Context: an optimization exercise on an open-source flow, tuned for small area and a short achievable clock period. The choices shown serve that exercise and are no tape-out recipe. At most, simulation tests tie the RTL to the original design; equivalence was not proved. The RTL of run 2 was laid out without a check of its function. Power and IR drop assume default switching activity.

==> design/flow/design.v <==
module CmpTree #(parameter N = 8) (
  input  wire [N-1:0] a,
  input  wire [N-1:0] b,
  output wire         gt,
  output wire         eq
);
  localparam L = (N > 16) ? 5 : (N > 8) ? 4 : (N > 4) ? 3 : (N > 2) ? 2 : 1;
  localparam M = 1 << L;
  wire [M-1:0] g [0:L];
  wire [M-1:0] e [0:L];
  assign g[0] = {{(M-N){1'b0}}, b & ~a};
  assign e[0] = {{(M-N){1'b1}}, ~(a ^ b)};
  genvar l, i;
  generate
    for (l = 0; l < L; l = l + 1) begin : lvl
      for (i = 0; i < (M >> (l + 1)); i = i + 1) begin : nd
        assign g[l+1][i] = g[l][2*i+1] | (e[l][2*i+1] & g[l][2*i]);
        assign e[l+1][i] = e[l][2*i+1] & e[l][2*i];
      end
      if ((M >> (l + 1)) < M) begin : pad
        assign g[l+1][M-1:(M >> (l + 1))] = 0;
        assign e[l+1][M-1:(M >> (l + 1))] = 0;
      end
    end
  endgenerate
  assign gt = g[L][0];
  assign eq = e[L][0];
endmodule
module CmpChain #(parameter N = 23) (
  input  wire [N-1:0] a,
  input  wire [N-1:0] b,
  output wire         gt,
  output wire         eq
);
  wire [N:0] g;
  assign g[0] = 1'b0;
  genvar i;
  generate
    for (i = 0; i < N; i = i + 1) begin : bt
      assign g[i+1] = (b[i] & ~a[i]) | (~(a[i] ^ b[i]) & g[i]);
    end
  endgenerate
  assign gt = g[N];
  assign eq = (a == b);
endmodule
module KsAdd #(parameter N = 24) (
  input  wire [N-1:0] x,
  input  wire [N-1:0] y,
  output wire [N-1:0] s,
  output wire         co
);
  localparam L = (N > 16) ? 5 : (N > 8) ? 4 : (N > 4) ? 3 : (N > 2) ? 2 : 1;
  wire [N-1:0] p = x ^ y;
  wire [N-1:0] g [0:L];
  wire [N-1:0] pp [0:L];
  assign g[0]  = x & y;
  assign pp[0] = p;
  genvar l, i;
  generate
    for (l = 0; l < L; l = l + 1) begin : lvl
      for (i = 0; i < N; i = i + 1) begin : bt
        if (i >= (1 << l)) begin : cb
          assign g[l+1][i]  = g[l][i] | (pp[l][i] & g[l][i - (1 << l)]);
          assign pp[l+1][i] = pp[l][i] & pp[l][i - (1 << l)];
        end else begin : ps
          assign g[l+1][i]  = g[l][i];
          assign pp[l+1][i] = pp[l][i];
        end
      end
    end
  endgenerate
  assign s  = p ^ {g[L][N-2:0], 1'b0};
  assign co = g[L][N-1];
endmodule
module ExpDiff #(parameter N = 8) (
  input  wire [N-1:0] ea,
  input  wire [N-1:0] eb,
  output wire [N-1:0] dab,     
  output wire [N-1:0] dba,     
  output wire         ge,      
  output wire         eq       
);
  localparam L = (N > 4) ? 3 : (N > 2) ? 2 : 1;
  wire [N-1:0] x = ea;
  wire [N-1:0] y = ~eb;
  wire [N-1:0] p = x ^ y;
  wire [N-1:0] g [0:L];
  wire [N-1:0] pp [0:L];
  assign g[0]  = x & y;
  assign pp[0] = p;
  genvar l, i;
  generate
    for (l = 0; l < L; l = l + 1) begin : lvl
      for (i = 0; i < N; i = i + 1) begin : bt
        if (i >= (1 << l)) begin : cb
          assign g[l+1][i]  = g[l][i] | (pp[l][i] & g[l][i - (1 << l)]);
          assign pp[l+1][i] = pp[l][i] & pp[l][i - (1 << l)];
        end else begin : ps
          assign g[l+1][i]  = g[l][i];
          assign pp[l+1][i] = pp[l][i];
        end
      end
    end
  endgenerate
  wire [N-1:0] c0 = {g[L][N-2:0], 1'b0};
  wire [N-1:0] c1 = {g[L][N-2:0] | pp[L][N-2:0], 1'b1};
  assign dba = ~(p ^ c0);
  assign dab = p ^ c1;
  assign ge  = g[L][N-1] | pp[L][N-1];
  assign eq  = pp[L][N-1];
endmodule
module SkAdd #(parameter N = 24) (
  input  wire [N-1:0] x,
  input  wire [N-1:0] y,
  output wire [N-1:0] s,
  output wire         co
);
  localparam L = (N > 16) ? 5 : (N > 8) ? 4 : (N > 4) ? 3 : (N > 2) ? 2 : 1;
  wire [N-1:0] p = x ^ y;
  wire [N-1:0] g [0:L];
  wire [N-1:0] pp [0:L];
  assign g[0]  = x & y;
  assign pp[0] = p;
  genvar l, i;
  generate
    for (l = 0; l < L; l = l + 1) begin : lvl
      for (i = 0; i < N; i = i + 1) begin : bt
        if ((i >> l) & 1) begin : cb
          assign g[l+1][i]  = g[l][i] | (pp[l][i] & g[l][((i >> l) << l) - 1]);
          assign pp[l+1][i] = pp[l][i] & pp[l][((i >> l) << l) - 1];
        end else begin : ps
          assign g[l+1][i]  = g[l][i];
          assign pp[l+1][i] = pp[l][i];
        end
      end
    end
  endgenerate
  assign s  = p ^ {g[L][N-2:0], 1'b0};
  assign co = g[L][N-1];
endmodule
module RcAdd #(parameter N = 8) (
  input  wire [N-1:0] x,
  input  wire [N-1:0] y,
  output wire [N-1:0] s,
  output wire         co
);
  wire [N:0] c;
  assign c[0] = 1'b0;
  genvar i;
  generate
    for (i = 0; i < N; i = i + 1) begin : bt
      assign s[i]   = x[i] ^ y[i] ^ c[i];
      assign c[i+1] = (x[i] & y[i]) | (c[i] & (x[i] | y[i]));
    end
  endgenerate
  assign co = c[N];
endmodule
module BkAdd #(parameter N = 24) (
  input  wire [N-1:0] x,
  input  wire [N-1:0] y,
  output wire [N-1:0] s,
  output wire         co
);
  localparam L = (N > 16) ? 5 : (N > 8) ? 4 : (N > 4) ? 3 : (N > 2) ? 2 : 1;
  wire [N-1:0] p = x ^ y;
  wire [N-1:0] gu [0:L];
  wire [N-1:0] pu [0:L];
  assign gu[0] = x & y;
  assign pu[0] = p;
  genvar l, i;
  generate
    for (l = 0; l < L; l = l + 1) begin : up
      for (i = 0; i < N; i = i + 1) begin : bt
        if ((((i + 1) % (2 << l)) == 0)) begin : cb
          assign gu[l+1][i] = gu[l][i] | (pu[l][i] & gu[l][i - (1 << l)]);
          assign pu[l+1][i] = pu[l][i] & pu[l][i - (1 << l)];
        end else begin : ps
          assign gu[l+1][i] = gu[l][i];
          assign pu[l+1][i] = pu[l][i];
        end
      end
    end
  endgenerate
  wire [N-1:0] gd [0:L];
  assign gd[L] = gu[L];
  generate
    for (l = L - 1; l >= 0; l = l - 1) begin : dn
      for (i = 0; i < N; i = i + 1) begin : bt
        if ((((i + 1) % (2 << l)) == (1 << l)) && (i >= (2 << l))) begin : cb
          assign gd[l][i] = gd[l+1][i] | (pu[l][i] & gd[l+1][i - (1 << l)]);
        end else begin : ps
          assign gd[l][i] = gd[l+1][i];
        end
      end
    end
  endgenerate
  assign s  = p ^ {gd[0][N-2:0], 1'b0};
  assign co = gd[0][N-1];
endmodule
module Lzc32 (
  input  wire [31:0] x,
  output wire [4:0]  cnt,
  output wire        zero
);
  wire [15:0] z1; wire [15:0] c1;           
  wire [7:0]  z2; wire [15:0] c2;           
  wire [3:0]  z3; wire [11:0] c3;           
  wire [1:0]  z4; wire [7:0]  c4;           
  genvar i;
  generate
    for (i = 0; i < 16; i = i + 1) begin : l1
      assign z1[i] = ~(x[2*i+1] | x[2*i]);
      assign c1[i] = ~x[2*i+1];
    end
    for (i = 0; i < 8; i = i + 1) begin : l2
      assign z2[i] = z1[2*i+1] & z1[2*i];
      assign c2[2*i+1:2*i] = z1[2*i+1] ? {1'b1, c1[2*i]} : {1'b0, c1[2*i+1]};
    end
    for (i = 0; i < 4; i = i + 1) begin : l3
      assign z3[i] = z2[2*i+1] & z2[2*i];
      assign c3[3*i+2:3*i] = z2[2*i+1] ? {1'b1, c2[4*i+1:4*i]} : {1'b0, c2[4*i+3:4*i+2]};
    end
    for (i = 0; i < 2; i = i + 1) begin : l4
      assign z4[i] = z3[2*i+1] & z3[2*i];
      assign c4[4*i+3:4*i] = z3[2*i+1] ? {1'b1, c3[6*i+2:6*i]} : {1'b0, c3[6*i+5:6*i+3]};
    end
  endgenerate
  assign zero = z4[1] & z4[0];
  assign cnt  = z4[1] ? {1'b1, c4[3:0]} : {1'b0, c4[7:4]};
endmodule
module PipelinedFAdd (
  input  wire        clk,
  input  wire        rst,
  input  wire [31:0] A,
  input  wire [31:0] B,
  input  wire        operation,
  input  wire        in_valid,
  output wire [31:0] result,
  output wire        out_valid
);
  wire e_gt, e_eq;
  CmpTree #(8) u_ce (.a(A[30:23]), .b(B[30:23]), .gt(e_gt), .eq(e_eq));
  wire [4:0] dab, dba;
  wire       d_ge, d_eq;
  ExpDiff #(5) u_ed (.ea(A[27:23]), .eb(B[27:23]), .dab(dab), .dba(dba), .ge(d_ge), .eq(d_eq));
  reg  [31:0] r1_a, r1_b;
  reg  [4:0]  r1_dab, r1_dba;
  reg         r1_op, r1_swap, r1_fgt_hi, r1_feq_hi, r1_fgt_lo, r1_feq_lo;
  wire fgt_hi, feq_hi, fgt_lo, feq_lo;
  CmpTree #(11) u_cfh (.a(A[22:12]), .b(B[22:12]), .gt(fgt_hi), .eq(feq_hi));
  CmpTree #(12) u_cfl (.a(A[11:0]),  .b(B[11:0]),  .gt(fgt_lo), .eq(feq_lo));
  always @(posedge clk) begin
    r1_a    <= A;
    r1_b    <= B;
    r1_op   <= operation;
    r1_fgt_hi <= fgt_hi;
    r1_feq_hi <= feq_hi;
    r1_fgt_lo <= fgt_lo;
    r1_feq_lo <= feq_lo;
    r1_swap <= e_gt | (e_eq & ~(|A[22:0]) & (|B[22:0]));
    r1_dab  <= dab;
    r1_dba  <= dba;
  end
  wire        sa = r1_a[31];
  wire        sb = r1_b[31] ^ r1_op;
  wire [7:0]  ea = r1_a[30:23];
  wire [7:0]  eb = r1_b[30:23];
  wire [22:0] fa = r1_a[22:0];
  wire [22:0] fb = r1_b[22:0];
  wire ea_nz  = |ea;
  wire eb_nz  = |eb;
  wire fa_nz  = |fa;
  wire fb_nz  = |fb;
  wire a_inf  = (&ea) & ~fa_nz;
  wire b_inf  = (&eb) & ~fb_nz;
  wire a_zero = ~ea_nz & ~fa_nz;
  wire b_zero = ~eb_nz & ~fb_nz;
  wire special = (&ea) | (&eb) | a_zero | b_zero;
  wire sub    = sa ^ sb;
  wire r1_eeq = (ea == eb);
  wire qnan   = a_inf & b_inf & r1_op & sub;
  wire zflip  = a_zero & b_zero & r1_op;
  wire [7:0]  e_big   = r1_swap ? eb : ea;
  wire [7:0]  e_small = r1_swap ? ea : eb;
  wire [4:0]  d       = r1_swap ? r1_dba : r1_dab;
  wire [7:0]  e_diff  = e_big - e_small;
  wire        kill    = special | (e_diff > 8'd23);
  wire [22:0] f_big   = r1_swap ? fb : fa;
  wire [22:0] f_small = r1_swap ? fa : fb;
  wire        h_big   = (r1_swap ? eb_nz : ea_nz) | special;
  wire        h_small = r1_swap ? ea_nz : eb_nz;
  wire [23:0] ms_sh   = {h_small, f_small} >> d;
  wire r1_fgt = r1_fgt_hi | (r1_feq_hi & r1_fgt_lo);
  wire r1_feq = r1_feq_hi & r1_feq_lo;
  wire rev    = r1_eeq & ~special & sub & (r1_swap ? (~r1_fgt & ~r1_feq) : r1_fgt);
  wire cancel = r1_eeq & ~special & sub & r1_feq;
  reg  [7:0]  r2_q;
  reg  [23:0] r2_xb, r2_ys;
  reg         r2_s, r2_sub, r2_qnan;
  always @(posedge clk) begin
    r2_q    <= cancel ? (~e_big - 8'd25) : (~e_big - 8'd1);
    r2_xb   <= {h_big, f_big} ^ {24{sub & ~rev}};
    r2_ys   <= rev ? ~{h_small, f_small} : (kill ? 24'd0 : ms_sh);
    r2_sub  <= sub;
    r2_qnan <= qnan;
    r2_s    <= ~qnan & (((r1_swap ^ rev) ? sb : sa) ^ zflip);
  end
  wire [23:0] ad_s;
  wire        ad_co;
  BkAdd #(24) u_add (.x(r2_xb), .y(r2_ys), .s(ad_s), .co(ad_co));
  reg  [7:0]  r3_q;
  reg  [24:0] r3_sum;
  reg         r3_s;
  always @(posedge clk) begin
    r3_q    <= r2_q;
    r3_sum  <= {ad_co & ~r2_sub, ad_s ^ {24{r2_sub}}} | {2'b00, r2_qnan, 22'd0};
    r3_s    <= r2_s;
  end
  wire [4:0] lz;
  wire       lz_zero;
  Lzc32 u_lzc (.x({r3_sum, 7'h7F}), .cnt(lz), .zero(lz_zero));
  wire [24:0] sh4 = lz[4] ? {r3_sum[8:0], 16'd0} : r3_sum;
  wire [24:0] sh3 = lz[3] ? {sh4[16:0], 8'd0} : sh4;
  wire [24:0] sh2 = lz[2] ? {sh3[20:0], 4'd0} : sh3;
  wire [24:0] sh1 = lz[1] ? {sh2[22:0], 2'd0} : sh2;
  wire [24:0] sh0 = lz[0] ? {sh1[23:0], 1'd0} : sh1;
  wire [7:0] ne_out;
  wire       ne_co;
  KsAdd #(8) u_exp (.x(r3_q), .y({3'd0, lz}), .s(ne_out), .co(ne_co));
  reg [31:0] r4_res;
  always @(posedge clk)
    r4_res <= {r3_s, ~ne_out, sh0[23], sh0[22:1]};
  assign result = r4_res;
  reg [3:0] vld;
  always @(posedge clk or posedge rst)
    if (rst) vld <= 4'b0000;
    else     vld <= {vld[2:0], in_valid};
  assign out_valid = vld[3];
endmodule
==> design/flow/flow/run.sh <==
#!/bin/bash
# Standard layout, with the adder cells left to ABC (no full/half adder
# extraction before it), port buffers of a plain buffer cell, a shallower
# clock tree, and timing repair aiming at a tighter setup margin.
# make's output goes to standard.log, each ORFS step logs to orfs/logs/.
bash standard.sh ADDER_MAP_FILE= SETUP_SLACK_MARGIN=5.55 TNS_END_PERCENT=10 \
  "BUFFER_PORTS_ARGS=-buffer_cell sky130_fd_sc_hd__buf_2" \
  "CTS_ARGS=-repair_clock_nets -buf_list sky130_fd_sc_hd__clkbuf_16 -root_buf sky130_fd_sc_hd__clkbuf_16 -dont_use_dummy_load" \
  finish > standard.log 2>&1
==> design/flow/standard.sh <==
#!/bin/bash
# synth_recipe.tcl (not shown) runs the flow's synth.tcl, then flattens the netlist and writes it again
# the make line also repeats each setting of config.mk as NAME=value (left out here)
make -C /OpenROAD-flow-scripts/flow DESIGN_CONFIG=/design/flow/config.mk WORK_HOME=/design/flow/orfs CLKGATE_MAP_FILE= SYNTH_SCRIPT=/design/flow/synth_recipe.tcl "${@:-finish}"
==> design/flow/config.mk <==
export PLATFORM = sky130hd
export DESIGN_NAME = PipelinedFAdd
export DESIGN_NICKNAME = PipelinedFAdd
export VERILOG_FILES = /design/flow/design.v
export SDC_FILE = /design/flow/constraint.sdc
export NUM_CORES = 4
export LEC_CHECK = 0
export ABC_AREA = 1
export CAP_MARGIN = 20
export CORE_MARGIN = 2
export CORE_UTILIZATION = 40
export CTS_BUF_LIST = sky130_fd_sc_hd__clkbuf_8
export CTS_CLUSTER_DIAMETER = 60
export CTS_CLUSTER_SIZE = 25
export SETUP_SLACK_MARGIN = 5
export SLEW_MARGIN = 20
==> design/flow/constraint.sdc <==
create_clock -name core_clock -period 8.0 [get_ports {clk}]
set_input_delay 1.6000 -clock core_clock [delete_from_list [all_inputs] [get_ports {clk}]]
set_output_delay 1.6000 -clock core_clock [all_outputs]
set_load 0.01 [all_outputs]
==> summary.md, run 1 <==
| Metric | Value |
|---|---|
| Status | finished clean |
| Seq pwr share | 38.2% |
| Post-synth top area share | 36.7% |
| Worst-path cell with the longest stage delay | dfrtp_1 |
| Clock buffer count from CTS | 17 |
| Total die area | 29200 sq um |
| Vias in the first global route | 9602 |
| Port bufs | 100 |
| Post-route cell area | 12800 sq um |
| Netlist cell types | 53 |
| Crit path cell chain | buf_2 |
| Most common cell in the netlist | nand2_1 |
| Final #Nets | 1814 |
| Worst Hold Class | reg -> reg |
| Clock slew at reported path FFs | 0.07 ns |
| Initial antenna violation count | 0 |
| Worst-margin pin slew | 0.670 ns |
| Critical path data arrival time | 0.92 ns |
| First-pass detailed-route iteration total | 5 |
| Sequential element share of the synthesized area | between 30% and 40% |
| Min cycle time layout | 2.52 ns |
| H-tree Lvls | 4 |
| FP Rows | 61 |
| Net Switching | between 1000 and 1500 uW |
| Area contributors post-synth | dfxtp_1 37%, nand2_1 15%, inv_1 6.4%, o21ai_0 6.1%, nor2_1 5.8% |
| Hold Vio Cnt, Final | 0 |
| Final GP Congestion | 0.931 |
| DR DRC count | 0 |
| Synth Area in Simple Gates | 31.2% |
| Pin count of the biggest net entering global routing | 53 |
| Layout Cells excl Fill | about 2100 |
| Clk pwr share | 19.3% |
| CTS max path bufs | 2 |
| Worst Skew | 0.0270 ns |
| EDFF count, synth | 0 |
| CP endpoint kind | output pin |
| Post-synthesis instance area | 11100 sq um |
| Cell accounting for the most synthesized area | dfxtp_1 |
| Final Max Tran Viols | 0 |
| Crit path max fanout | 1 |
| Layout area overhead | 14.7% |
| Maximum capacitance violations | 0 |
| Ys flop type | dfxtp_1 |
| Die Wd | 171 um |
| Post-Place Worst Slack | between 4 and 5 ns |
| CP bufs+invs | 1 |
| IO Count | 101 |
| Largest delay share family, worst path | flip-flops |
| Post-DP HPWL | ~22000 um |
| Clock latency (worst-skew pair) | 0.44 ns |
| XOR/XNOR Fraction of Synth Area | approximately 7.4% |
| Root Buffer | clkbuf_16 |
| Data required, critical path | ~6.4 ns |
| Gate Count Post-Synth | 1651 |
| Crit share post-route | 31.5% |
| Post-synthesis compound-gate area fraction | 13.5% |
| Final core utilization | 46.3% |
| Dpl cell area | 11900 sq um |
| Placed cell count | 2081 |
| Asr flop ratio synth | 1.92% |
| Core Region | approximately 28000 sq um |
| Initial DRC Count | 789 |
| Setup_tns | 0 ns |
| Cell internal pwr | 2220 uW |
| CP peak stage delay | roughly 0.36 ns |
| Post-synthesis mux area share | 0.990% |
| Starting density of the core | between 40% and 50% |
| Peak VDD IR | between 0.0001 and 0.00015 V |
| First-pass GRT wire length | 47700 um |
| Count of final setup violators | 0 |
| Net Sw Frac | 40.2% |
| Highest clock rate | 397 MHz |
| Setup crit start kind | flip-flop |
| Drt wl/cell | 14.2 um |
| CTS tree | done |
| Share of layout cells above drive strength 1 | 12.8% |
| Synth Area in Adders | 0% |
| Vias | 10500 |
| Logic gate share of total power | 42.5% |
| Final WL | 30000 um |
| Syn_nets | 1719 |
| Grt ovf | 0 |
| Yosys warns | 7 |
| Gr usage total | 20.6% |
| Worst setup path class | reg -> out |
| Max_slew headroom | 54.8% |
| Post-route ant nets | 0 |
| Clock Sinks | 208 |
| Leak | 0.00630 uW |
| Chip height | 171 um |
| Synthesized flop and latch total | 208 |
| Mapped Avg Cell Area | 6.74 sq um |
| Final WS setup | about 5.5 ns |
| Unrepaired setup endpoints after global routing | yes |
| Largest family of logic cells by synthesized area | simple AND/OR/NAND/NOR gates |
| N_diodes | 0 |
| Vias per cell | 4.94 |
| Commonest cells in the synthesized netlist | 455 x nand2_1, 204 x dfxtp_1, 190 x inv_1, 172 x nor2_1, 136 x o21ai_0 |
| Power Density | a little under 300 nW/um^2 |
[path summary, 6_finish.rpt]
path                             end  startpoint  slack [ns]  depth (start not counted)
hold / removal               r3_q[6]     r2_q[6]        0.33                          0
setup / recovery           out_valid      vld[3]        5.48                          1
setup reg to reg           r2_ys[10]     r1_swap        5.65                         11
max in group asynchronous     vld[2]         rst        6.82                          2
hold reg to reg              r3_q[6]     r2_q[6]        0.33                          0
min in group asynchronous     vld[3]         rst        1.04                          2
[through the flow]
stage | power, uW | hold slack (ns)
6_report | 3710 | 0.328
5_1_grt | 4010 | 0.334
4_1_cts | 3670 | 0.330
3_5_place_dp | 2890 | 0.313
3_3_place_gp | 2890 | 0.313
2_1_floorplan | 2520 | 0.310
[registers in the layout (all words and copies together), names as in the netlist]
| name | cells |
|---|---|
| r3_sum | 25 |
| r2_xb | 24 |
| r1_a | 32 |
| r2_s | 1 |
| r1_fgt_hi | 1 |
| vld | 4 |
| r2_q | 8 |
| r2_ys | 24 |
| r2_qnan | 1 |
| r4_res | 32 |
| r3_s | 1 |
| r1_fgt_lo | 1 |
| r1_swap | 1 |
| r1_dba | 5 |
| r1_dab | 4 |
| r1_b | 32 |
| r1_feq_lo | 1 |
| r2_sub | 1 |
| r1_feq_hi | 1 |
| r3_q | 8 |
| r1_op | 1 |
[power groups by stage]
stage | Clock [uW] | Combinational (uW) | Sequential (uW)
floorplan | 0 | 1090 | 1430
global placement | 0 | 1450 | 1440
detailed placement | 0 | 1450 | 1440
CTS | 731 | 1520 | 1420
global route | 771 | 1790 | 1440
finish | 714 | 1580 | 1420
[timing repair]
| action | in CTS | in global routing |
|---|---|---|
| gates resized for setup | 19 | 22 |
| hold buffers | 0 | 0 |
| pin swaps | 2 | 3 |
| gates cloned | 5 | 6 |
| buffers inserted | 9 | 4 |
| endpoints found under the setup margin | 112 | 111 |
[placed cells by master, fill, tap and decap left out, drive strengths merged, types with 2 or more instances in the layout]
cell	instances
nand4	17
xnor2	20
nor4	11
nor2	182
o21bai	4
a22oi	4
nand2	468
bufbuf	2
xor2	71
dfrtp	4
clkinvlp	8
o21ai	174
or2	19
a221oi	3
nor3b	3
buf	117
nand3	104
a211oi	2
nand3b	8
a21o	2
mux2i	11
a21boi	3
a21oi	41
clkbuf	19
inv	193
o211ai	16
dfxtp	204
nor3	10
o22ai	7
o221ai	2
o31ai	2
a31oi	4
[logic make-up (layout without fill, tap and decap cells)]
| kind of cell | after synthesis | in the layout |
|---|---|---|
| and+or+nand+nor | 821 | 824 |
| AOI/OAI and AO/OA | 269 | 269 |
| buffers and inverters | 250 | 340 |
| DFF | 208 | 208 |
| xor gates and xnor gates | 92 | 92 |
| muxes | 11 | 11 |
[cell type report]
| cell class | count | area (sq um) |
|---|---|---|
| clock buffers | 17 | 425 |
| multi-input cells | 1196 | 6050 |
| well taps | 378 | 473 |
| repair inverters | 4 | 27.5 |
| fillers | 2859 | 14800 |
| inverters | 198 | 785 |
| repair buffers | 121 | 813 |
| flip-flops and latches | 208 | 4190 |
[layer usage]
layer / global-route usage (%) / wire (um)
met4: 7.47 / 837
met5: 0 / 0
met3: 3.38 / 1420
met1: 26.0 / 13500
met2: 35.5 / 14300
==> run 2: changes to the inputs <==
--- a/design/flow/design.v
+++ b/design/flow/design.v
@@ -241,24 +241,15 @@
   wire e_gt, e_eq;
   CmpTree #(8) u_ce (.a(A[30:23]), .b(B[30:23]), .gt(e_gt), .eq(e_eq));
-  wire [4:0] dab, dba;
-  wire       d_ge, d_eq;
-  ExpDiff #(5) u_ed (.ea(A[27:23]), .eb(B[27:23]), .dab(dab), .dba(dba), .ge(d_ge), .eq(d_eq));
+  wire f_gt, f_eq;
+  CmpTree #(23) u_cf (.a(A[22:0]), .b(B[22:0]), .gt(f_gt), .eq(f_eq));
   reg  [31:0] r1_a, r1_b;
-  reg  [4:0]  r1_dab, r1_dba;
-  reg         r1_op, r1_swap, r1_fgt_hi, r1_feq_hi, r1_fgt_lo, r1_feq_lo;
-  wire fgt_hi, feq_hi, fgt_lo, feq_lo;
-  CmpTree #(11) u_cfh (.a(A[22:12]), .b(B[22:12]), .gt(fgt_hi), .eq(feq_hi));
-  CmpTree #(12) u_cfl (.a(A[11:0]),  .b(B[11:0]),  .gt(fgt_lo), .eq(feq_lo));
+  reg         r1_op, r1_swap, r1_fgt, r1_feq;
   always @(posedge clk) begin
     r1_a    <= A;
     r1_b    <= B;
     r1_op   <= operation;
-    r1_fgt_hi <= fgt_hi;
-    r1_feq_hi <= feq_hi;
-    r1_fgt_lo <= fgt_lo;
-    r1_feq_lo <= feq_lo;
+    r1_fgt  <= f_gt;
+    r1_feq  <= f_eq;
     r1_swap <= e_gt | (e_eq & ~(|A[22:0]) & (|B[22:0]));
-    r1_dab  <= dab;
-    r1_dba  <= dba;
   end
   wire        sa = r1_a[31];
@@ -283,5 +274,4 @@
   wire [7:0]  e_big   = r1_swap ? eb : ea;
   wire [7:0]  e_small = r1_swap ? ea : eb;
-  wire [4:0]  d       = r1_swap ? r1_dba : r1_dab;
   wire [7:0]  e_diff  = e_big - e_small;
   wire        kill    = special | (e_diff > 8'd23);
@@ -290,7 +280,9 @@
   wire        h_big   = (r1_swap ? eb_nz : ea_nz) | special;
   wire        h_small = r1_swap ? ea_nz : eb_nz;
-  wire [23:0] ms_sh   = {h_small, f_small} >> d;
-  wire r1_fgt = r1_fgt_hi | (r1_feq_hi & r1_fgt_lo);
-  wire r1_feq = r1_feq_hi & r1_feq_lo;
+  wire [23:0] al0     = e_diff[0] ? {1'd0,  h_small, f_small[22:1]} : {h_small, f_small};
+  wire [23:0] al1     = e_diff[1] ? {2'd0,  al0[23:2]}  : al0;
+  wire [23:0] al2     = e_diff[2] ? {4'd0,  al1[23:4]}  : al1;
+  wire [23:0] al3     = e_diff[3] ? {8'd0,  al2[23:8]}  : al2;
+  wire [23:0] ms_sh   = e_diff[4] ? {16'd0, al3[23:16]} : al3;
   wire rev    = r1_eeq & ~special & sub & (r1_swap ? (~r1_fgt & ~r1_feq) : r1_fgt);
   wire cancel = r1_eeq & ~special & sub & r1_feq;
==> design/flow/flow/run.sh (replaced) <==
#!/bin/bash
# Standard layout, with the adder cells left to ABC (no full/half adder
# extraction before it), port buffers of a plain buffer cell, a shallower
# clock tree, and timing repair aiming at a tighter setup margin.
# make's output goes to standard.log, each ORFS step logs to orfs/logs/.
bash standard.sh ADDER_MAP_FILE= SETUP_SLACK_MARGIN=5.5 TNS_END_PERCENT=10 \
  "BUFFER_PORTS_ARGS=-buffer_cell sky130_fd_sc_hd__buf_2" \
  "CTS_ARGS=-sink_clustering_enable -repair_clock_nets -sink_clustering_size 16 -sink_clustering_max_diameter 120 -buf_list sky130_fd_sc_hd__clkbuf_16 -root_buf sky130_fd_sc_hd__clkbuf_16 -sink_clustering_levels 1 -num_static_layers 0" \
  finish > standard.log 2>&1
==> run 2 against run 1 <==
Compared with the run above: still clean; critical path depth rose by 6; final cell count grew 0.52%; routed wire length grew 1.9%; register-to-register slack got worse by 0.05 ns; utilization up 1.3 points; first-iteration DRC count shrank 21%; die area fell by 1.0%; worst hold slack better by 0.0016 ns; combinational power rose by 4%; global-route usage rose by 0.72 points; critical endpoint is now r1_swap; largest power group unchanged.
==> summary.md, run 2 <==
| Metric | Value |
|---|---|
| H-tree Lvls | 4 (unchanged) |
| FP Rows | 60 (was 61) |
| Unrepaired setup endpoints after global routing | yes (unchanged) |
| Crit path cell chain | buf_2 -> inv_1 -> nand4_1 -> nor4_1 -> nand4_1 -> nand3_1 -> nand2_1 (was buf_2) |
| Top flop regs | r1_a x32, r1_b x32, r4_res x32 (unchanged) |
| Most common cell in the netlist | nand2_1 (unchanged) |
| Share of layout cells above drive strength 1 | 13.6% (was 12.8%) |
| Setup_tns | 0 ns (unchanged) |
| Chip height | 170 um (was 171 um) |
| Post-synth top area share | 35.1% (was 36.7%) |
| Mapped Avg Cell Area | 6.56 sq um (was 6.74 sq um) |
| Setup crit start kind | input pin (was flip-flop) |
| Post-DP HPWL | 22800 um (was 22400 um) |
| Worst-margin pin slew | 0.589 ns (was 0.670 ns) |
| Hold Vio Cnt, Final | 0 (unchanged) |
| Area contributors post-synth | dfxtp_1 35%, nand2_1 18%, inv_1 6.8%, xor2_1 5.8%, nor2_1 5.6% (was dfxtp_1 37%, nand2_1 15%, inv_1 6.4%, o21ai_0 6.1%, nor2_1 5.8%) |
| Final #Nets | 1847 (was 1814) |
| Pin count of the biggest net entering global routing | 42 (was 53) |
| Commonest non-fill, non-tap cell in the layout | nand2_1 (unchanged) |
| Yosys warns | 5 (was 7) |
| Seq pwr share | 34.3% (was 38.2%) |
| Post-synthesis compound-gate area fraction | 12.7% (was 13.5%) |
| Most frequent cells in the layout | 512 x nand2_1, 194 x inv_1, 192 x dfxtp_1, 163 x nor2_1, 100 x buf_2 (was 449 x nand2_1, 202 x dfxtp_1, 180 x inv_1, 167 x nor2_1, 129 x o21ai_0) |
| Starting density of the core | 40.7% (was 40.4%) |
| Sequential element share of the synthesized area | 36.0% (was 37.6%) |
| WHS Path Cells | 0 (unchanged) |
| Initial DRC Count | 625 (was 789) |
| Cell accounting for the most synthesized area | dfxtp_1 (unchanged) |
| First-pass GRT wire length | 48800 um (was 47700 um) |
| Die Wd | 170 um (was 171 um) |
| Drt wl/cell | 14.3 um (was 14.2 um) |
| DR DRC count | 0 (unchanged) |
| CP endpoint kind | flip-flop (was output pin) |
| Net Switching | 1610 uW (was 1490 uW) |
| Worst Hold Class | reg -> reg (unchanged) |
| Min cycle time layout | 2.55 ns (was 2.52 ns) |
| Gate Count Post-Synth | 1678 (was 1651) |
| XOR/XNOR Fraction of Synth Area | 7.24% (was 7.37%) |
| Root Buffer | clkbuf_16 (unchanged) |
| Worst reg2reg path depth | 15 (was 11) |
| Worst Skew | 0.0182 ns (was 0.0270 ns) |
| Clock Sinks | 197 (was 208) |
| CTS max path bufs | 2 (unchanged) |
| N_diodes | 0 (unchanged) |
| CTS tree | done (unchanged) |
| Worst setup path class | in -> reg (was reg -> out) |
| Initial antenna violation count | 0 (unchanged) |
| Final GP Congestion | 0.894 (was 0.931) |
| Post-route ant nets | 0 (unchanged) |
| First-pass detailed-route iteration total | 6 (was 5) |
| Crit share post-route | 31.9% (was 31.5%) |
| Synthesized flop and latch total | 197 (was 208) |
| Total die area | 28900 sq um (was 29200 sq um) |
| Synth Area in Simple Gates | 33.5% (was 31.2%) |
| Status | finished clean (unchanged) |
| Cell internal pwr | 2290 uW (was 2220 uW) |
| Crit path max fanout | 3 (was 1) |
| Clock latency (worst-skew pair) | 0.44 ns (about the same) |
| Vias in the first global route | 9697 (was 9602) |
| CP peak stage delay | 0.43 ns (was 0.36 ns) |
| Largest family of logic cells by synthesized area | simple AND/OR/NAND/NOR gates (unchanged) |
| EDFF count, synth | 0 (unchanged) |
| Grt ovf | 0 (unchanged) |
| Ys flop type | dfxtp_1 (unchanged) |
| Critical path data arrival time | 2.88 ns (was 0.92 ns) |
| Worst-path cell with the longest stage delay | nor4_1 (was dfrtp_1) |
| Gr usage total | 21.3% (was 20.6%) |
| Clock buffer count from CTS | 17 (unchanged) |
| CTS hold repair buffers | 0 (unchanged) |
| Final Max Tran Viols | 0 (unchanged) |
| Post-synthesis instance area | 11000 sq um (was 11100 sq um) |
| Port bufs | 100 (unchanged) |
| Final WL | 30600 um (was 30000 um) |
| Layout area overhead | 16.8% (was 14.7%) |
| Syn_nets | 1746 (was 1719) |
| Crit-path most repeated cell | nand4_1 |
| Net Sw Frac | 41.4% (was 40.2%) |
| Vias per cell | 4.90 (was 4.94) |
| Maximum capacitance violations | 0 (unchanged) |
| Clock slew at reported path FFs | 0.08 ns (was 0.07 ns) |
| Clk pwr share | 23.3% (was 19.3%) |
| IO Count | 101 (unchanged) |
| Synth Area in Adders | 0% (unchanged) |
| Logic gate share of total power | 42.4% (was 42.5%) |
| Max_slew headroom | 60.3% (was 54.8%) |
| Vias | 10500 (about the same) |
| Highest clock rate | 392 MHz (was 397 MHz) |
| Asr flop ratio synth | 2.03% (was 1.92%) |
| Power Density | 303 nW/um^2 (was 290 nW/um^2) |
| Final core utilization | 47.6% (was 46.3%) |
| Count of final setup violators | 0 (unchanged) |
| Netlist cell types | 55 (was 53) |
| Commonest cells in the synthesized netlist | 516 x nand2_1, 199 x inv_1, 193 x dfxtp_1, 164 x nor2_1, 90 x nand3_1 (was 455 x nand2_1, 204 x dfxtp_1, 190 x inv_1, 172 x nor2_1, 136 x o21ai_0) |
| Data required, critical path | 8.33 ns (was 6.40 ns) |
| Peak VDD IR | 0.000135 V (was 0.000140 V) |
| Leak | 0.00647 uW (was 0.00630 uW) |
| Fin Hold WS | 0.330 ns (was 0.328 ns) |
| Core Region | 27000 sq um (was 27600 sq um) |
| Post-synthesis mux area share | 0.727% (was 0.990%) |
## run 2: cell count changes in the layout (fill, tap and decap cells not counted), sizes merged, moves of 6 or more
cell and delta:
dfxtp -11, inv +20, nand2 +65, nor2 -10
o21ai -18, nand3 -6
## run 2: power groups by stage
| stage | sequential [uW] | combinational [uW] | clock [uW] |
|---|---|---|---|
| floorplan | 1370 | 1150 | 0 |
| global placement | 1360 | 1520 | 0 |
| detailed placement | 1360 | 1530 | 0 |
| CTS | 1340 | 1620 | 923 |
| global route | 1370 | 1880 | 971 |
| finish | 1340 | 1650 | 908 |
## run 2: routing by layer
metal | vias to the layer above | wire [um] | global-route usage [%]
met2 | 252 | 14500 | 37.4
met4 | 0 | 807 | 7.47
met5 | - | 0 | 0
li1 | 5521 | - | -
met1 | 4640 | 14100 | 27.1
met3 | 47 | 1160 | 2.53
## run 2: repair_timing
action	in CTS	in global routing
resized for setup	35	21
cloned	11	3
setup buffers	11	8
pin swaps	3	6
setup endpoints to repair	77	108
## run 2: logic make-up after synthesis
group,count (synthesis)
mux,8
compound gates,251
buf+inv,261
xor+xnor,91
simple gates,870
flops,197
## run 2: worst max-delay path, delay by kind of cell
kind          cells  cell delay (ns)
buf+inv           2             0.20
simple gates      5             1.08
## run 2: cell type report
class                      instances  area, sq um
sequential                       197         3970
fill                            2863        14200
inverter                         209          832
multi-input combinational       1224         6180
timing repair inverter             7         48.8
clock buffer                      18          450
tap                              341          427
clock inverter                    14          179
timing repair buffer             123          778
## run 2: path summary, 6_finish.rpt
kind                               from         to  slack (ns)
worst min register to register  r2_q[7]    r3_q[7]        0.33
worst max register to register  r1_swap  r2_ys[19]        5.60
max in group asynchronous           rst     vld[1]        6.82
worst min-delay path            r2_q[7]    r3_q[7]        0.33
min in group asynchronous           rst     vld[3]        1.04
worst max-delay path               B[3]    r1_swap        5.45
## run 2: stage by stage
step	total power, uW	instance area (sq um)	std cells	setup slack, ns
2_1_floorplan	2520	11000	1678	5.54
3_3_place_gp	2880	11700	2068	4.26
3_5_place_dp	2890	11700	2068	4.24
4_1_cts	3880	12700	2122	5.37
5_1_grt	4220	12900	2133	5.42
6_report	3900	12900	2133	5.45
==> run 3: changes to the inputs <==
--- a/design/flow/design.v
+++ b/design/flow/design.v
@@ -241,15 +241,18 @@
   wire e_gt, e_eq;
   CmpTree #(8) u_ce (.a(A[30:23]), .b(B[30:23]), .gt(e_gt), .eq(e_eq));
-  wire f_gt, f_eq;
-  CmpTree #(23) u_cf (.a(A[22:0]), .b(B[22:0]), .gt(f_gt), .eq(f_eq));
+  wire [4:0] dab, dba;
+  wire       d_ge, d_eq;
+  ExpDiff #(5) u_ed (.ea(A[27:23]), .eb(B[27:23]), .dab(dab), .dba(dba), .ge(d_ge), .eq(d_eq));
   reg  [31:0] r1_a, r1_b;
-  reg         r1_op, r1_swap, r1_fgt, r1_feq;
+  reg  [4:0]  r1_dab, r1_dba;
+  reg         r1_op, r1_swap, r1_eeq;
   always @(posedge clk) begin
     r1_a    <= A;
     r1_b    <= B;
     r1_op   <= operation;
-    r1_fgt  <= f_gt;
-    r1_feq  <= f_eq;
     r1_swap <= e_gt | (e_eq & ~(|A[22:0]) & (|B[22:0]));
+    r1_eeq  <= e_eq;
+    r1_dab  <= dab;
+    r1_dba  <= dba;
   end
   wire        sa = r1_a[31];
@@ -269,9 +272,9 @@
   wire special = (&ea) | (&eb) | a_zero | b_zero;
   wire sub    = sa ^ sb;
-  wire r1_eeq = (ea == eb);
   wire qnan   = a_inf & b_inf & r1_op & sub;
   wire zflip  = a_zero & b_zero & r1_op;
   wire [7:0]  e_big   = r1_swap ? eb : ea;
   wire [7:0]  e_small = r1_swap ? ea : eb;
+  wire [4:0]  d       = r1_swap ? r1_dba : r1_dab;
   wire [7:0]  e_diff  = e_big - e_small;
   wire        kill    = special | (e_diff > 8'd23);
@@ -280,11 +283,9 @@
   wire        h_big   = (r1_swap ? eb_nz : ea_nz) | special;
   wire        h_small = r1_swap ? ea_nz : eb_nz;
-  wire [23:0] al0     = e_diff[0] ? {1'd0,  h_small, f_small[22:1]} : {h_small, f_small};
-  wire [23:0] al1     = e_diff[1] ? {2'd0,  al0[23:2]}  : al0;
-  wire [23:0] al2     = e_diff[2] ? {4'd0,  al1[23:4]}  : al1;
-  wire [23:0] al3     = e_diff[3] ? {8'd0,  al2[23:8]}  : al2;
-  wire [23:0] ms_sh   = e_diff[4] ? {16'd0, al3[23:16]} : al3;
-  wire rev    = r1_eeq & ~special & sub & (r1_swap ? (~r1_fgt & ~r1_feq) : r1_fgt);
-  wire cancel = r1_eeq & ~special & sub & r1_feq;
+  wire [23:0] ms_sh   = {h_small, f_small} >> d;
+  wire f_gt, f_eq;
+  CmpTree #(23) u_cf (.a(fa), .b(fb), .gt(f_gt), .eq(f_eq));
+  wire rev    = r1_eeq & ~special & sub & (r1_swap ? (~f_gt & ~f_eq) : f_gt);
+  wire cancel = r1_eeq & ~special & sub & f_eq;
   reg  [7:0]  r2_q;
   reg  [23:0] r2_xb, r2_ys;
@@ -303,9 +304,10 @@
   reg  [7:0]  r3_q;
   reg  [24:0] r3_sum;
-  reg         r3_s;
+  reg         r3_s, r3_qnan;
   always @(posedge clk) begin
     r3_q    <= r2_q;
-    r3_sum  <= {ad_co & ~r2_sub, ad_s ^ {24{r2_sub}}} | {2'b00, r2_qnan, 22'd0};
+    r3_sum  <= {ad_co & ~r2_sub, ad_s ^ {24{r2_sub}}};
     r3_s    <= r2_s;
+    r3_qnan <= r2_qnan;
   end
   wire [4:0] lz;
@@ -322,5 +324,5 @@
   reg [31:0] r4_res;
   always @(posedge clk)
-    r4_res <= {r3_s, ~ne_out, sh0[23], sh0[22:1]};
+    r4_res <= {r3_s, ~ne_out, sh0[23] | r3_qnan, sh0[22:1]};
   assign result = r4_res;
   reg [3:0] vld;
==> run 3 against run 2 <==
Compared with the run above: still clean on timing, DRC and antenna; routed wire length increased by 2.7%; non-clock buffer count is the same; first-iteration DRC count rose by 24%; worst hold slack worse by 0.0026 ns; area after synthesis about the same; utilization is 0.48 points lower; sequential power is 4% higher.
==> summary.md, run 3 <==
| Metric | Value |
|---|---|
| Worst Hold Class | reg -> reg (unchanged) |
| Crit share post-route | 32.1% (was 31.9%) |
| Clock latency (worst-skew pair) | 0.51 ns (was 0.44 ns) |
| Post-route ant nets | 0 (unchanged) |
| Post-DP HPWL | 23300 um (was 22800 um) |
| Post-route cell area | 12700 sq um (was 12900 sq um) |
| Min cycle time layout | 2.56 ns (was 2.55 ns) |
| Cell accounting for the most synthesized area | dfxtp_1 (unchanged) |
| Critical path data arrival time | 0.96 ns (was 2.88 ns) |
| Gate Count Post-Synth | 1648 (was 1678) |
| Final WS setup | 5.44 ns (was 5.45 ns) |
| RR Startpoint | r1_b[11] (was r1_swap) |
| Drt wl/cell | 15.1 um (was 14.3 um) |
| Peak VDD IR | 0.000151 V (was 0.000135 V) |
| Setup crit start kind | flip-flop (was input pin) |
| Grt ovf | 0 (unchanged) |
| Syn_nets | 1716 (was 1746) |
| Commonest non-fill, non-tap cell in the layout | nand2_1 (unchanged) |
| Share of layout cells above drive strength 1 | 12.4% (was 13.6%) |
| Count of final setup violators | 0 (unchanged) |
| Met3 Resource Use GR | 2.09% (was 2.53%) |
| Yosys warns | 6 (was 5) |
| First-pass detailed-route iteration total | 5 (was 6) |
| Vias | 10600 (was 10500) |
| Synthesized flop and latch total | 206 (was 197) |
| Busiest grt layer | met2 (unchanged) |
| Final Max Tran Viols | 0 (unchanged) |
| Final GP Congestion | 0.928 (was 0.894) |
| First-pass GRT wire length | 48900 um (was 48800 um) |
| Met1 Use GR | 28.0% (was 27.1%) |
| Vias per cell | 5.10 (was 4.90) |
| Port bufs | 100 (unchanged) |
| Asr flop ratio synth | 1.94% (was 2.03%) |
| Unrepaired setup endpoints after global routing | yes (unchanged) |
| CP endpoint kind | output pin (was flip-flop) |
| Worst-margin pin slew | 0.755 ns (was 0.589 ns) |
| CTS max path bufs | 3 (was 2) |
| Hold path start | r2_q[5] (was r2_q[7]) |
| Mapped Avg Cell Area | 6.68 sq um (was 6.56 sq um) |
| EDFF count, synth | 0 (unchanged) |
| Die Wd | 170 um (about the same) |
| CP peak stage delay | 0.36 ns (was 0.43 ns) |
| H-tree Lvls | 1 (was 4) |
| IO Count | 101 (unchanged) |
| CTS tree | done (unchanged) |
| Worst Skew | 0.0368 ns (was 0.0182 ns) |
| Initial antenna violation count | 0 (unchanged) |
| Max_slew headroom | 49.6% (was 60.3%) |
| Power Density | 291 nW/um^2 (was 303 nW/um^2) |
| FP Rows | 60 (unchanged) |
| Clock Sinks | 206 (was 197) |
| Worst-path cell with the longest stage delay | dfrtp_1 (was nor4_1) |
| Post-Place Worst Slack | 4.54 ns (was 4.24 ns) |
| Total die area | 28900 sq um (about the same) |
| Core Region | 27000 sq um (unchanged) |
| Final WL | 31400 um (was 30600 um) |
| Data required, critical path | 6.40 ns (was 8.33 ns) |
| Top flop regs | r1_a x32, r1_b x32, r4_res x32 (unchanged) |
| CTS hold repair buffers | 0 (unchanged) |
| Sequential element share of the synthesized area | 37.6% (was 36.0%) |
| Crit path max fanout | 1 (was 3) |
| Pin count of the biggest net entering global routing | 50 (was 42) |
| Most common cell in the netlist | nand2_1 (unchanged) |
| Final core utilization | 47.1% (was 47.6%) |
| Area contributors post-synth | dfxtp_1 37%, nand2_1 16%, o21ai_0 6.3%, inv_1 5.7%, xor2_1 5.5% (was dfxtp_1 35%, nand2_1 18%, inv_1 6.8%, xor2_1 5.8%, nor2_1 5.6%) |
| Netlist cell types | 52 (was 55) |
| Post-synth top area share | 36.7% (was 35.1%) |
| Vias in the first global route | 9665 (was 9697) |
| Gr usage total | 21.1% (was 21.3%) |
| Status | finished clean (unchanged) |
| Commonest cells in the synthesized netlist | 475 x nand2_1, 202 x dfxtp_1, 168 x inv_1, 157 x nor2_1, 139 x o21ai_0 (was 516 x nand2_1, 199 x inv_1, 193 x dfxtp_1, 164 x nor2_1, 90 x nand3_1) |
| CP bufs+invs | 1 (was 2) |
| DR DRC count | 0 (unchanged) |
| Met2 GRT Util | 35.7% (was 37.4%) |
| Hold Vio Cnt, Final | 0 (unchanged) |
| Highest clock rate | 390 MHz (was 392 MHz) |
| Ys flop type | dfxtp_1 (unchanged) |
| Largest delay share family, worst path | flip-flops (was simple AND/OR/NAND/NOR gates) |
| Layout area overhead | 15.7% (was 16.8%) |
| Maximum capacitance violations | 0 (unchanged) |
| Starting density of the core | 40.7% (about the same) |
| Design Power | 3710 uW (was 3900 uW) |
| Root Buffer | clkbuf_16 (unchanged) |
| Post-synthesis instance area | 11000 sq um (about the same) |
| Final #Nets | 1811 (was 1847) |
| Dpl cell area | 11800 sq um (was 11700 sq um) |
| Setup_tns | 0 ns (unchanged) |
| Worst setup path class | reg -> out (was in -> reg) |
| Clock buffer count from CTS | 16 (was 17) |
| Chip height | 170 um (about the same) |
| N_diodes | 0 (unchanged) |
| Critical Path Start | vld[3] (was B[3]) |
| Leak | 0.00613 uW (was 0.00647 uW) |
| Most frequent cells in the layout | 470 x nand2_1, 201 x dfxtp_1, 163 x inv_1, 148 x nor2_1, 135 x o21ai_0 (was 512 x nand2_1, 194 x inv_1, 192 x dfxtp_1, 163 x nor2_1, 100 x buf_2) |
| Crit path cell chain | buf_2 (was buf_2 -> inv_1 -> nand4_1 -> nor4_1 -> nand4_1 -> nand3_1 -> nand2_1) |
| Initial DRC Count | 778 (was 625) |
| Clock slew at reported path FFs | 0.06 ns (was 0.08 ns) |
## run 3: changes by cell type in the layout (fill, tap and decap cells not counted), sizes merged, moves of 5 or more
cell and change:
nand2 -50, o21ai +38, inv -30, nor2 -12
clkinvlp -10, dfxtp +9, nand4 +9, mux2i +7
xnor2 +7, o211ai -5, or2 -5
## run 3: worst paths after layout
check,to,slack (ns),depth (start not counted)
setup / recovery,out_valid,5.44,1
setup reg to reg,r2_xb[15],5.53,16
min in group asynchronous,vld[0],0.99,2
hold reg to reg,r3_q[5],0.33,0
max in group asynchronous,vld[3],6.86,2
hold / removal,r3_q[5],0.33,0
## run 3: layout make-up
type | instances | area [sq um]
fill | 2791 | 14300
multi-input combinational | 1211 | 6230
sequential | 206 | 4150
timing repair buffer | 123 | 754
inverter | 184 | 738
tap | 341 | 427
clock buffer | 17 | 425
clock inverter | 3 | 11.3
timing repair inverter | 1 | 7.51
## run 3: worst register-to-register path, cell delays in order, from the launching register on
cell and delay, ns:
dfxtp_1 0.39, inv_1 0.09, nand2_1 0.09, nand2_1 0.05, nor2_1 0.15, nand4_1 0.14, nor2_2 0.22, nand2_1 0.12
nor2_4 0.16, inv_1 0.07, nand2_1 0.06, nand2_1 0.15, nand3_4 0.11, buf_12 0.17, nand2_8 0.10, buf_4 0.16
xor2_1 0.14
## run 3: what timing repair did
| action | 4_1_cts | 5_1_grt |
|---|---|---|
| resized for setup | 27 | 41 |
| setup endpoints to repair | 108 | 118 |
| buffers inserted | 9 | 8 |
| gates cloned | 3 | 6 |
| pin swaps | 4 | 12 |
## run 3: layer usage
metal	up-vias	share of wire, %
met1	4754	45
li1	5502	-
met2	327	46
met4	0	3.5
met3	66	5.4
met5	-	0
## run 3: kinds of logic (layout without fill, tap and decap cells)
kind of cell / count (synthesis) / count (layout) / share of synthesized area, %
AO/OA/AOI/OAI: 282 / 283 / 13.9
XOR/XNOR: 95 / 95 / 7.62
buffers and inverters: 237 / 328 / 8.67
flip-flops: 206 / 206 / 37.6
multiplexers: 15 / 15 / 1.36
AND/OR/NAND/NOR: 813 / 818 / 30.8
## run 3: where the power goes
part | leakage (uW) | switching [uW] | internal [uW] | total, uW
Combinational | 0.00417 | 1030 | 546 | 1570
Sequential | 0.00174 | 131 | 1270 | 1400
Clock | 0.000222 | 354 | 377 | 731
Total | 0.00613 | 1510 | 2190 | 3710
## run 3: through the flow
step / hold WS (ns) / instances
final: 0.327 / 2086
after global routing: 0.331 / 2086
after CTS: 0.328 / 2072
after detailed placement: 0.312 / 2040
after global placement: 0.311 / 2040
after floorplan: 0.310 / 1648
==> run 4: changes to the inputs <==
==> design/flow/flow/run.sh (replaced) <==
#!/bin/bash
# Standard layout with these changes:
#  - synthesis maps the logic with ABC after fraiging and dc2 rewriting,
#    and leaves adders to ABC (no full/half adder extraction before it);
#    the ORFS scripts are copied here and only abc_area.script is replaced;
#  - port buffers of a plain buffer cell;
#  - a clock tree of clkbuf_8 leaves under a clkbuf_16 root;
#  - timing repair aiming at a tighter setup margin.
# make's output goes to standard.log, each ORFS step logs to orfs/logs/.
S=$PWD/orfs_scripts
rm -rf "$S"
cp -r "$FLOW_HOME/scripts" "$S"
printf '%s\n' strash '&get -n' '&fraig -x' '&put' dc2 dch 'map -B 0.9' topo 'stime -c' 'buffer -c' 'upsize -c' 'dnsize -c' > "$S/abc_area.script"
bash standard.sh ADDER_MAP_FILE= SCRIPTS_DIR="$S" SETUP_SLACK_MARGIN=5.5 TNS_END_PERCENT=10 \
  "BUFFER_PORTS_ARGS=-buffer_cell sky130_fd_sc_hd__buf_2" \
  "CTS_ARGS=-sink_clustering_enable -repair_clock_nets -sink_clustering_size 20 -sink_clustering_max_diameter 50 -buf_list sky130_fd_sc_hd__clkbuf_8 -root_buf sky130_fd_sc_hd__clkbuf_16 -sink_clustering_levels 1 -num_static_layers 0" \
  finish > standard.log 2>&1
==> run 4 against run 3 <==
Compared with the run above: final cell count is 7.4% lower; utilization increased by 4.8 points; setup slack lost 0.80 ns; combinational power is essentially flat; critical endpoint is now r3_sum[3]; clock skew fell by 0.0038 ns; still clean; clock power rose by 12%; maximum frequency down 24%; count of clock-buffer cells in the layout up 7; flip-flop and latch count did not move; first-iteration DRC count down 22%; register-to-register slack got worse by 0.89 ns.
==> summary.md, run 4 <==
| Metric | Value |
|---|---|
| Leak | 0.00610 uW (was 0.00613 uW) |
| Clock Sinks | 206 (unchanged) |
| Sequential element share of the synthesized area | 40.2% (was 37.6%) |
| Post-route ant nets | 0 (unchanged) |
| CTS hold repair buffers | 0 (unchanged) |
| Vias per cell | 5.08 (was 5.10) |
| Power Density | 290 nW/um^2 (was 291 nW/um^2) |
| Most frequent cells in the layout | 332 x nand2_1, 169 x dfxtp_1, 131 x o21ai_0, 117 x inv_1, 100 x buf_2 (was 470 x nand2_1, 201 x dfxtp_1, 163 x inv_1, 148 x nor2_1, 135 x o21ai_0) |
| Data required, critical path | 8.37 ns (was 6.40 ns) |
| IO Count | 101 (unchanged) |
| Highest clock rate | 297 MHz (was 390 MHz) |
| Crit-path most repeated cell | buf_4 |
| Peak VDD IR | 0.000187 V (was 0.000151 V) |
| DR DRC count | 0 (unchanged) |
| Final #Nets | 1654 (was 1811) |
| Commonest cells in the synthesized netlist | 349 x nand2_1, 202 x dfxtp_1, 138 x o21ai_0, 133 x inv_1 (was 475 x nand2_1, 202 x dfxtp_1, 168 x inv_1, 157 x nor2_1, 139 x o21ai_0) |
| Final WL | 28500 um (was 31400 um) |
| N_diodes | 0 (unchanged) |
| Yosys warns | 6 (unchanged) |
| FF-to-FF End | r3_sum[3] (was r2_xb[15]) |
| Post-synth top area share | 39.2% (was 36.7%) |
| CP endpoint kind | flip-flop (was output pin) |
| Worst Hold Class | reg -> reg (unchanged) |
| R2R Setup Slk | 4.64 ns (was 5.53 ns) |
| Drt wl/cell | 14.8 um (was 15.1 um) |
| Unrepaired setup endpoints after global routing | yes (unchanged) |
| Maximum capacitance violations | 0 (unchanged) |
| Post-Place Worst Slack | 3.80 ns (was 4.54 ns) |
| Levels on crit path | 24 (was 1) |
| Root Buffer | clkbuf_16 (unchanged) |
| Die Wd | 165 um (was 170 um) |
| Initial antenna violation count | 0 (unchanged) |
| Total die area | 27100 sq um (was 28900 sq um) |
| Starting density of the core | 40.8% (was 40.7%) |
| Ys flop type | dfxtp_1 (unchanged) |
| Dpl cell area | 11100 sq um (was 11800 sq um) |
| H-tree Lvls | 1 (unchanged) |
| Port bufs | 100 (unchanged) |
| Gr usage total | 20.5% (was 21.1%) |
| Clock slew at reported path FFs | 0.10 ns (was 0.06 ns) |
| CP peak stage delay | 0.34 ns (was 0.36 ns) |
| Worst reg2reg path depth | 24 (was 16) |
| Top flop regs | r1_a x32, r1_b x32, r4_res x32 (unchanged) |
| CP bufs+invs | 19 (was 1) |
| Area contributors post-synth | dfxtp_1 39%, nand2_1 13%, o21ai_0 6.7%, xor2_1 6.6%, inv_1 4.8% (was dfxtp_1 37%, nand2_1 16%, o21ai_0 6.3%, inv_1 5.7%, xor2_1 5.5%) |
| Cell accounting for the most synthesized area | dfxtp_1 (unchanged) |
| Clock buffer count from CTS | 22 (was 16) |
| Netlist cell types | 50 (was 52) |
| Count of final setup violators | 0 (unchanged) |
| Final Max Tran Viols | 0 (unchanged) |
| Grt ovf | 0 (unchanged) |
| Initial DRC Count | 606 (was 778) |
| Clock latency (worst-skew pair) | 0.50 ns (was 0.51 ns) |
| Crit path max fanout | 2 (was 1) |
| Pin count of the biggest net entering global routing | 71 (was 50) |
| Worst setup path class | reg -> reg (was reg -> out) |
| RR Startpoint | r2_ys[2] (was r1_b[11]) |
| Critical Path Start | r2_ys[2] (was vld[3]) |
| Chip height | 165 um (was 170 um) |
| Setup_tns | 0 ns (unchanged) |
| Asr flop ratio synth | 1.94% (unchanged) |
| Setup crit start kind | flip-flop (unchanged) |
| Crit share post-route | 42.1% (was 32.1%) |
| Worst-margin pin slew | 0.958 ns (was 0.755 ns) |
| Most common cell in the netlist | nand2_1 (unchanged) |
| Worst Skew | 0.0331 ns (was 0.0368 ns) |
| Max_slew headroom | 35.7% (was 49.6%) |
| Design Power | 3810 uW (was 3710 uW) |
| Vias | 9813 (was 10600) |
| Vias in the first global route | 9196 (was 9665) |
| Post-route cell area | 13100 sq um (was 12700 sq um) |
| Mapped Avg Cell Area | 7.38 sq um (was 6.68 sq um) |
| CTS tree | done (unchanged) |
| Capture point of the worst path | r3_sum[3] (was out_valid) |
| Commonest non-fill, non-tap cell in the layout | nand2_1 (unchanged) |
| Worst-path cell with the longest stage delay | dfxtp_2 (was dfrtp_1) |
| Syn_nets | 1464 (was 1716) |
| FP Rows | 58 (was 60) |
| Crit path cell chain | xor2_2 -> nand2_2 -> nand2_2 -> buf_4 -> buf_4 -> buf_4 -> buf_4 -> buf_4 -> buf_4 -> buf_4 -> buf_4 -> buf_4 -> buf_4 -> buf_4 -> buf_4 -> buf_4 -> buf_4 -> buf_4 -> buf_4 -> buf_4 -> buf_4 -> buf_4 -> xnor2_2 -> xor2_1 (was buf_2) |
| Gate Count Post-Synth | 1396 (was 1648) |
| Min cycle time layout | 3.36 ns (was 2.56 ns) |
| Core Region | 25300 sq um (was 27000 sq um) |
| Hold Vio Cnt, Final | 0 (unchanged) |
| First-pass GRT wire length | 44900 um (was 48900 um) |
| Status | finished clean (unchanged) |
| Post-synthesis instance area | 10300 sq um (was 11000 sq um) |
| CTS max path bufs | 3 (unchanged) |
| Synthesized flop and latch total | 206 (unchanged) |
| Share of layout cells above drive strength 1 | 27.0% (was 12.4%) |
| Post-DP HPWL | 20300 um (was 23300 um) |
| Final GP Congestion | 0.906 (was 0.928) |
| Largest delay share family, worst path | buffers and inverters (was flip-flops) |
| Critical path data arrival time | 3.73 ns (was 0.96 ns) |
| Final WS setup | 4.64 ns (was 5.44 ns) |
| Layout area overhead | 27.4% (was 15.7%) |
| First-pass detailed-route iteration total | 6 (was 5) |
| EDFF count, synth | 0 (unchanged) |
## run 4: worst min-delay path by stage
stage	start	end	slack (ns)	depth (start not counted)
6_report	r2_q[6]	r3_q[6]	0.33	0
5_1_grt	r2_q[6]	r3_q[6]	0.34	0
4_1_cts	r2_q[6]	r3_q[6]	0.33	0
3_5_place_dp	r2_q[4]	r3_q[4]	0.31	0
3_3_place_gp	r2_qnan	r3_qnan	0.31	0
2_1_floorplan	r2_q[0]	r3_q[0]	0.31	0
## run 4: timing repair
item / 4_1_cts / 5_1_grt
gates resized for setup: 84 / 66
setup buffers: 73 / 26
endpoints found under the setup margin: 132 / 137
pin swaps: 28 / 24
gates cloned: 5 / 6
## run 4: power breakdown
part	leakage [uW]	internal [uW]	switching, uW
clock	0.000271	386	435
combinational	0.00409	601	967
sequential	0.00174	1270	147
total	0.00610	2260	1550
## run 4: layout make-up
class / instances / area, sq um
well taps: 330 / 413
fillers: 2436 / 12100
multi-input cells: 990 / 5830
clock buffers: 24 / 364
repair buffers: 210 / 1490
repair inverters: 4 / 23.8
inverters: 152 / 603
flip-flops and latches: 206 / 4190
clock inverters: 16 / 211
## run 4: kinds of logic after synthesis
family / after synthesis / synth area share (%)
AO/OA/AOI/OAI: 296 / 16.7
XOR/XNOR: 106 / 9.99
adder cells (fa/ha/maj): 1 / 0.0971
buffers and inverters: 202 / 7.39
flip-flops: 206 / 40.2
multiplexers: 13 / 1.26
AND/OR/NAND/NOR: 572 / 24.3
## run 4: stage by stage
step                utilization, %  instances  hold slack [ns]
global placement              44.0       1782            0.310
detailed placement            44.0       1782            0.312
global route                  52.0       1932            0.340
finish                        52.0       1932            0.332
CTS                           49.6       1900            0.334
floorplan                        -       1396            0.310
## run 4: metal layers
layer	vias up	global-route usage, %	part of all wire, %
met3	82	2.86	5.7
li1	5003	-	-
met2	328	35.4	47
met4	0	8.46	4.3
met5	-	0	0
met1	4400	25.8	43
==> run 5: changes to the inputs <==
--- a/design/flow/flow/run.sh
+++ b/design/flow/flow/run.sh
@@ -1,5 +1,5 @@
 #!/bin/bash
 # Standard layout with these changes:
-#  - synthesis maps the logic with ABC after fraiging and dc2 rewriting,
+#  - synthesis maps the logic with ABC's area mapper (amap) instead of map,
 #    and leaves adders to ABC (no full/half adder extraction before it);
 #    the ORFS scripts are copied here and only abc_area.script is replaced;
@@ -11,5 +11,5 @@
 rm -rf "$S"
 cp -r "$FLOW_HOME/scripts" "$S"
-printf '%s\n' strash '&get -n' '&fraig -x' '&put' dc2 dch 'map -B 0.9' topo 'stime -c' 'buffer -c' 'upsize -c' 'dnsize -c' > "$S/abc_area.script"
+printf '%s\n' strash dch amap topo 'stime -c' 'buffer -c' 'upsize -c' 'dnsize -c' > "$S/abc_area.script"
 bash standard.sh ADDER_MAP_FILE= SCRIPTS_DIR="$S" SETUP_SLACK_MARGIN=5.5 TNS_END_PERCENT=10 \
   "BUFFER_PORTS_ARGS=-buffer_cell sky130_fd_sc_hd__buf_2" \
==> run 5 against run 4 <==
Compared with the run above: worst hold slack lost 0.0066 ns; non-clock buffer count shrank 23; count of clock-buffer cells in the layout grew 1; cell area shrank 6.2%; combinational power shrank 11%; routed wire length grew 4.2%; utilization shrank 0.91 points; highest routed layer unchanged.
==> summary.md, run 5 <==
| Metric | Value |
|---|---|
| Status | finished clean (unchanged) |
| Crit share post-route | 42.4% (was 42.1%) |
| Pin count of the biggest net entering global routing | 64 (was 71) |
| Met3 WL | 2070 um (was 1620 um) |
| Vias per cell | 5.79 (was 5.08) |
| Asr flop ratio synth | 1.94% (unchanged) |
| N_diodes | 0 (unchanged) |
| Hold Vio Cnt, Final | 0 (unchanged) |
| Vias | 9900 (was 9813) |
| Layout area overhead | 26.4% (was 27.4%) |
| Met2 wire len | 13400 um (about the same) |
| CTS max path bufs | 3 (unchanged) |
| FP Rows | 57 (was 58) |
| Core Region | 24100 sq um (was 25300 sq um) |
| DR DRC count | 0 (unchanged) |
| Largest delay share family, worst path | simple AND/OR/NAND/NOR gates (was buffers and inverters) |
| CP endpoint kind | flip-flop (unchanged) |
| Mapped Avg Cell Area | 8.06 sq um (was 7.38 sq um) |
| R2R Setup Slk | 4.61 ns (was 4.64 ns) |
| Most frequent cells in the layout | 193 x dfxtp_1, 134 x nor2_1, 118 x o22ai_1, 102 x nand2_1, 102 x buf_2 (was 332 x nand2_1, 169 x dfxtp_1, 131 x o21ai_0, 117 x inv_1, 100 x buf_2) |
| Die Wd | 160 um (was 165 um) |
| WHS Path Cells | 0 (unchanged) |
| H-tree Lvls | 1 (unchanged) |
| Synthesized flop and latch total | 206 (unchanged) |
| IO Count | 101 (unchanged) |
| Count of final setup violators | 0 (unchanged) |
| Share of layout cells above drive strength 1 | 27.6% (was 27.0%) |
| Setup_tns | 0 ns (unchanged) |
| Yosys warns | 6 (unchanged) |
| Drt wl/cell | 17.4 um (was 14.8 um) |
| Post-DP HPWL | 20300 um (about the same) |
| Unrepaired setup endpoints after global routing | yes (unchanged) |
| Worst setup path class | reg -> reg (unchanged) |
| CP peak stage delay | 0.45 ns (was 0.34 ns) |
| Top layer used by detailed routing | met4 (unchanged) |
| Crit path max fanout | 63 (was 2) |
| FF-to-FF End | r2_ys[16] (was r3_sum[3]) |
| Final GP Congestion | 0.912 (was 0.906) |
| First-pass GRT wire length | 45100 um (was 44900 um) |
| EDFF count, synth | 0 (unchanged) |
| Max_slew headroom | 45.8% (was 35.7%) |
| CTS hold repair buffers | 0 (unchanged) |
| Syn_nets | 1276 (was 1464) |
| Gate Count Post-Synth | 1208 (was 1396) |
| Final Max Tran Viols | 0 (unchanged) |
| Worst Skew | 0.0401 ns (was 0.0331 ns) |
| Total die area | 25600 sq um (was 27100 sq um) |
| Critical path data arrival time | 3.80 ns (was 3.73 ns) |
| Maximum capacitance violations | 0 (unchanged) |
==> run 5: cell count changes after synthesis, sizes merged, moves of 10 or more <==
| cell | delta |
|---|---|
| a21oi | +70 |
| o21ai | -85 |
| xor2 | -81 |
| nand2 | -257 |
| buf | +13 |
| nor2 | +66 |
| inv | -33 |
| o32ai | +13 |
| o22ai | +118 |
| o22a | +62 |
| xnor2 | -22 |
| mux2i | -13 |
| nand3 | -22 |
| a22oi | +10 |
==> run 5: cell type report <==
class / count / area [sq um] / area share, %
inverters: 116 / 477 / 3.87
clock buffers: 25 / 378 / 3.07
repair inverters: 3 / 17.5 / 0.142
well taps: 324 / 405 / 3.29
repair buffers: 187 / 1270 / 10.3
flip-flops and latches: 206 / 4160 / 33.8
clock inverters: 19 / 221 / 1.80
multi-input cells: 831 / 5380 / 43.7
==> run 5: through the flow <==
stage | total power [uW] | util, % | area (sq um) | instances | worst slack [ns]
after floorplan | 2200 | - | 9770 | 1208 | 5.17
after global placement | 2530 | 43.4 | 10500 | 1581 | 3.63
after detailed placement | 2530 | 43.4 | 10500 | 1581 | 3.41
after CTS | 3460 | 47.5 | 11400 | 1648 | 4.59
after global routing | 3810 | 51.1 | 12300 | 1711 | 4.42
final | 3620 | 51.1 | 12300 | 1711 | 4.61
==> run 5: logic make-up after synthesis <==
logic type      Yosys count  share of synthesized area, %
compound gates          480                          34.2
buf+inv                 175                          7.26
flops                   206                          42.5
xor+xnor                  3                         0.270
simple gates            344                          15.7
==> run 5: worst max-delay path by stage <==
stage | to | slack (ns) | start | cells after the start
after detailed placement | r2_ys[16] | 3.41 | r1_swap | 14
after floorplan | r2_ys[20] | 5.17 | r1_a[15] | 17
after global routing | r2_ys[16] | 4.42 | r1_a[14] | 20
after CTS | r4_res[30] | 4.59 | r3_sum[23] | 20
final | r2_ys[16] | 4.61 | r1_swap | 15
after global placement | r2_ys[18] | 3.63 | r1_swap | 15
==> run 5: where the power goes <==
group          switching (uW)  internal, uW
clock network             473           377
registers                 139          1230
logic                     836           564
==> run 5: worst register-to-register path, cell delays in order (launching register included) <==
cell      delay (ns)
dfxtp_4         0.40
buf_12          0.17
inv_8           0.14
o22ai_2         0.21
inv_2           0.08
or2_0           0.23
a221oi_2        0.25
a21oi_2         0.08
o21ai_2         0.17
nand2_1         0.08
a31oi_1         0.18
nor3_1          0.07
nor4_2          0.34
nand2_2         0.17
or3_4           0.45
o32ai_2         0.24
==> run 5: what timing repair did <==
item,CTS,global route
pin swaps,15,45
cloned,7,4
setup buffers,16,59
setup endpoints to repair,132,136
gates resized for setup,32,104
==> run 5: metal layers <==
metal,GRT usage [%],vias to the layer above
met5,0,-
met1,28.2,4447
met3,2.78,141
met2,35.1,498
li1,-,4814
met4,9.30,0

-- what the ideal ports hide --
The results above use ideal ports. As a check the final layouts listed here were re-extracted and re-timed, cells and wires unchanged. Step 1 assumes that a clkbuf_16 drives the clock port and a buf_2 every other input. Step 2 times the ports against the registers' clock, not the clock port: input delays grow and output delays shrink by t, the midpoint of the rising clock arrivals with the driver on. Three values: ideal, step 1, step 2; two values: the first two.
run	shift t [ns]	slack for setup (ns)	latest minus earliest clock arrival (ns)	worst slew at a driven data input, ns	pins driven straight from the clock port
run 1	0.475	5.482 / 5.436 / 5.114	0.028 / 0.028	0.03	1
run 2	0.480	5.450 / 5.436 / 5.000	0.019 / 0.019	0.03	1
run 3	0.536	5.436 / 5.392 / 4.984	0.038 / 0.038	0.04	1
run 4	0.529	4.636 / 4.636 / 4.636	0.034 / 0.034	0.03	1
run 5	0.546	4.607 / 4.607 / 4.607	0.041 / 0.041	0.05	1
After both steps every run listed still meets setup and hold. The setup slack of run 3, which loses most, moves by -0.044 ns with the drivers and by -0.452 ns with both steps.
